Source: an optimization exercise on an open RTL-to-GDS flow (aim: small area and a short achievable clock period). Production flows keep margins and buffers that such runs may drop. In this exercise RTL edits were held to simulation tests only and were not proved equivalent to the original. No activity file was given, so power comes from the tool's default toggle rates.

==> v39: inputs <==
## Vertex_Unit
module Vertex_Unit(
    input clk,
    input reset,
    input Bank2RS_in_sos,
    input Bank2RS_in_eos,
    input [16-1:0] Bank2RS_in_FV_data_0,
    input [16-1:0] Bank2RS_in_FV_data_1,
    input [16-1:0] Bank2RS_in_FV_data_2,
    input [16-1:0] Bank2RS_in_FV_data_3,
    input [$clog2(128)-1:0] Bank2RS_in_Node_id,
    input [$clog2(32)-1:0] start_idx,
    input Vertex_buf_idle,
    input complete,
    input [16-1:0] Weight_data_in_0,
    input [16-1:0] Weight_data_in_1,
    input [16-1:0] Weight_data_in_2,
    input [16-1:0] Weight_data_in_3,
    output logic [16-1:0] vertex_data_0,
    output logic [16-1:0] vertex_data_1,
    output logic [16-1:0] vertex_data_2,
    output logic [16-1:0] vertex_data_3,
    output logic [$clog2(128)-1:0] vertex_Node_id_0,
    output logic [$clog2(128)-1:0] vertex_Node_id_1,
    output logic [$clog2(128)-1:0] vertex_Node_id_2,
    output logic [$clog2(128)-1:0] vertex_Node_id_3,
    output logic fire,
    output logic RS_available,
    output logic Vertex_RS_empty
);
==> module Vertex_Unit, before the edit <==
module Vertex_Unit(
    input clk,
    input reset,
    input Bank2RS_in_sos,
    input Bank2RS_in_eos,
    input [16-1:0] Bank2RS_in_FV_data_0,
    input [16-1:0] Bank2RS_in_FV_data_1,
    input [16-1:0] Bank2RS_in_FV_data_2,
    input [16-1:0] Bank2RS_in_FV_data_3,
    input [$clog2(128)-1:0] Bank2RS_in_Node_id,
    input [$clog2(32)-1:0] start_idx,
    input Vertex_buf_idle,
    input complete,
    input [16-1:0] Weight_data_in_0,
    input [16-1:0] Weight_data_in_1,
    input [16-1:0] Weight_data_in_2,
    input [16-1:0] Weight_data_in_3,
    output logic [16-1:0] vertex_data_0,
    output logic [16-1:0] vertex_data_1,
    output logic [16-1:0] vertex_data_2,
    output logic [16-1:0] vertex_data_3,
    output logic [$clog2(128)-1:0] vertex_Node_id_0,
    output logic [$clog2(128)-1:0] vertex_Node_id_1,
    output logic [$clog2(128)-1:0] vertex_Node_id_2,
    output logic [$clog2(128)-1:0] vertex_Node_id_3,
    output logic fire,
    output logic RS_available,
    output logic Vertex_RS_empty
);
logic st_rx, st_wv, st_wvb;
logic [1:0] ptr;
logic [2:0] bc;
wire st_idle = ~(st_rx | st_wv | st_wvb);
wire we = (st_idle & Bank2RS_in_sos) | st_rx;
assign fire = st_rx & Bank2RS_in_eos & (ptr == 2'd3);
assign RS_available = st_idle & ~Bank2RS_in_sos;
assign Vertex_RS_empty = st_idle & (ptr == 2'd0);
always_ff @(posedge clk or negedge reset) begin
    if (!reset) begin
        st_rx <= 1'b0;
        st_wv <= 1'b0;
        st_wvb <= 1'b0;
        ptr <= 2'd0;
        bc <= 3'd0;
    end else if (st_idle) begin
        if (Bank2RS_in_sos) begin
            st_rx <= 1'b1;
            bc <= 3'd1;
        end
    end else if (st_rx) begin
        if (Bank2RS_in_eos) begin
            st_rx <= 1'b0;
            bc <= 3'd0;
            if (ptr == 2'd3) st_wv <= 1'b1;
            ptr <= ptr + 2'd1;
        end else begin
            bc <= bc + 3'd1;
        end
    end else if (st_wv) begin
        if (complete) begin
            st_wv <= 1'b0;
            st_wvb <= 1'b1;
        end
    end else begin
        if (Vertex_buf_idle) st_wvb <= 1'b0;
    end
end
logic [3:0][6:0] nid;
always_ff @(posedge clk or negedge reset) begin
    if (!reset) nid <= '0;
    else if (st_idle & Bank2RS_in_sos) nid[ptr] <= Bank2RS_in_Node_id;
end
logic v1, v2;
always_ff @(posedge clk or negedge reset) begin
    if (!reset) begin
        v1 <= 1'b0;
        v2 <= 1'b0;
    end else begin
        v1 <= st_wv;
        v2 <= v1;
    end
end
logic [3:0][3:0][15:0] F;
Vertex_RS rs(
    .clk(clk), .reset(reset),
    .we(we), .wslot(ptr), .wbeat(bc),
    .wdata({Bank2RS_in_FV_data_3, Bank2RS_in_FV_data_2, Bank2RS_in_FV_data_1, Bank2RS_in_FV_data_0}),
    .rd(st_wv), .idx(start_idx), .F(F)
);
logic [3:0][15:0] vd;
genvar n;
generate
for (n = 0; n < 4; n++) begin : g_pe
    Vertex_PE pe(
        .clk(clk), .reset(reset),
        .W0(Weight_data_in_0), .W1(Weight_data_in_1),
        .W2(Weight_data_in_2), .W3(Weight_data_in_3),
        .F0(F[n][0]), .F1(F[n][1]), .F2(F[n][2]), .F3(F[n][3]),
        .y(vd[n])
    );
end
endgenerate
assign vertex_data_0 = vd[0];
assign vertex_data_1 = vd[1];
assign vertex_data_2 = vd[2];
assign vertex_data_3 = vd[3];
assign vertex_Node_id_0 = v2 ? nid[0] : 7'd0;
assign vertex_Node_id_1 = v2 ? nid[1] : 7'd0;
assign vertex_Node_id_2 = v2 ? nid[2] : 7'd0;
assign vertex_Node_id_3 = v2 ? nid[3] : 7'd0;
endmodule
make LEC_CHECK=0 CAP_MARGIN=40 CORE_MARGIN=2 CORE_UTILIZATION=35 PLACE_DENSITY=0.5 SETUP_SLACK_MARGIN=5 SLEW_MARGIN=40 TNS_END_PERCENT=5 finish   # period 10.0 ns
run.sh (not shown) runs the stock make flow with config.mk's settings and CLKGATE_MAP_FILE= SYNTH_SCRIPT=/design/flow/synth_recipe.tcl, a recipe that flattens the netlist after the stock synthesis.
==> v15: changes against v39 <==
--- a/flow/design.v
+++ b/flow/design.v
@@ -1303,7 +1303,31 @@
 wire st_idle = ~(st_rx | st_wv | st_wvb);
 wire we = (st_idle & Bank2RS_in_sos) | st_rx;
-assign fire = st_rx & Bank2RS_in_eos & (ptr == 2'd3);
-assign RS_available = st_idle & ~Bank2RS_in_sos;
-assign Vertex_RS_empty = st_idle & (ptr == 2'd0);
+logic busy, last, nonempty;
+assign fire = last & Bank2RS_in_eos;
+assign RS_available = ~(busy | Bank2RS_in_sos);
+assign Vertex_RS_empty = ~nonempty;
+always_ff @(posedge clk or negedge reset) begin
+    if (!reset) begin
+        busy <= 1'b0;
+        last <= 1'b0;
+        nonempty <= 1'b0;
+    end else if (st_idle) begin
+        if (Bank2RS_in_sos) begin
+            busy <= 1'b1;
+            last <= (ptr == 2'd3);
+            nonempty <= 1'b1;
+        end
+    end else if (st_rx) begin
+        if (Bank2RS_in_eos) begin
+            busy <= (ptr == 2'd3);
+            last <= 1'b0;
+        end
+    end else if (st_wvb) begin
+        if (Vertex_buf_idle) begin
+            busy <= 1'b0;
+            nonempty <= 1'b0;
+        end
+    end
+end
 always_ff @(posedge clk or negedge reset) begin
     if (!reset) begin
--- a/flow/config.mk
+++ b/flow/config.mk
@@ -9,4 +9,6 @@
 export CORE_MARGIN = 2
 export CORE_UTILIZATION = 35
+export CTS_CLUSTER_DIAMETER = 80
+export CTS_CLUSTER_SIZE = 20
 export PLACE_DENSITY = 0.5
 export SETUP_SLACK_MARGIN = 5
==> comparison <==
- Against v39, the non-clock buffer count of v15 is lower by 9.
- Against v15, the first-iteration DRC count of v39 is higher by about 2.1%.
- Against v15, the worst setup slack of v39 is lower by 0.027 ns.
- Die area is about the same in v39 and v15.
- Of v15 and v39, v39 has the higher via count (gap 0.43%, measured against v39).
- In v15 the utilization is lower than in v39, by 0.93 points.
- Total power: v15 is smaller than v39 (about 15%).
- Fmax: v15 is higher than v39 (0.48%).
- In area after synthesis, v15 and v39 hardly differ.

==> static timing again, ports no longer ideal <==
In the flow no input, the clock included, has a driving cell. The finished layouts below were timed again as built, in two steps.
Step 1 (the two cells are an assumption about what drives the block):
set clk [get_ports {clk}]
set_driving_cell -lib_cell sky130_fd_sc_hd__clkbuf_16 $clk
set_driving_cell -lib_cell sky130_fd_sc_hd__buf_2 [delete_from_list [all_inputs] $clk]
Step 2 also shifts input and output timing later by t, the mid clock arrival at the registers, as if the neighbouring blocks saw the same clock.
Slacks: ideal ports / drivers / drivers and shift; pairs: ideal ports / drivers.
run	t, ns	slack for setup (ns)	worst register clock-pin slew, ns	worst slew at a driven data input, ns	cell pins on the clock port's net
v39	1.039	4.483 / 4.311 / 3.272	0.08 / 0.08	0.50	1
v15	1.030	4.510 / 4.294 / 3.264	0.09 / 0.09	0.50	1
After both steps setup and hold are still met in every run listed. The setup slack of v15, which loses most, moves by -0.216 ns with the drivers and by -1.246 ns with both steps.
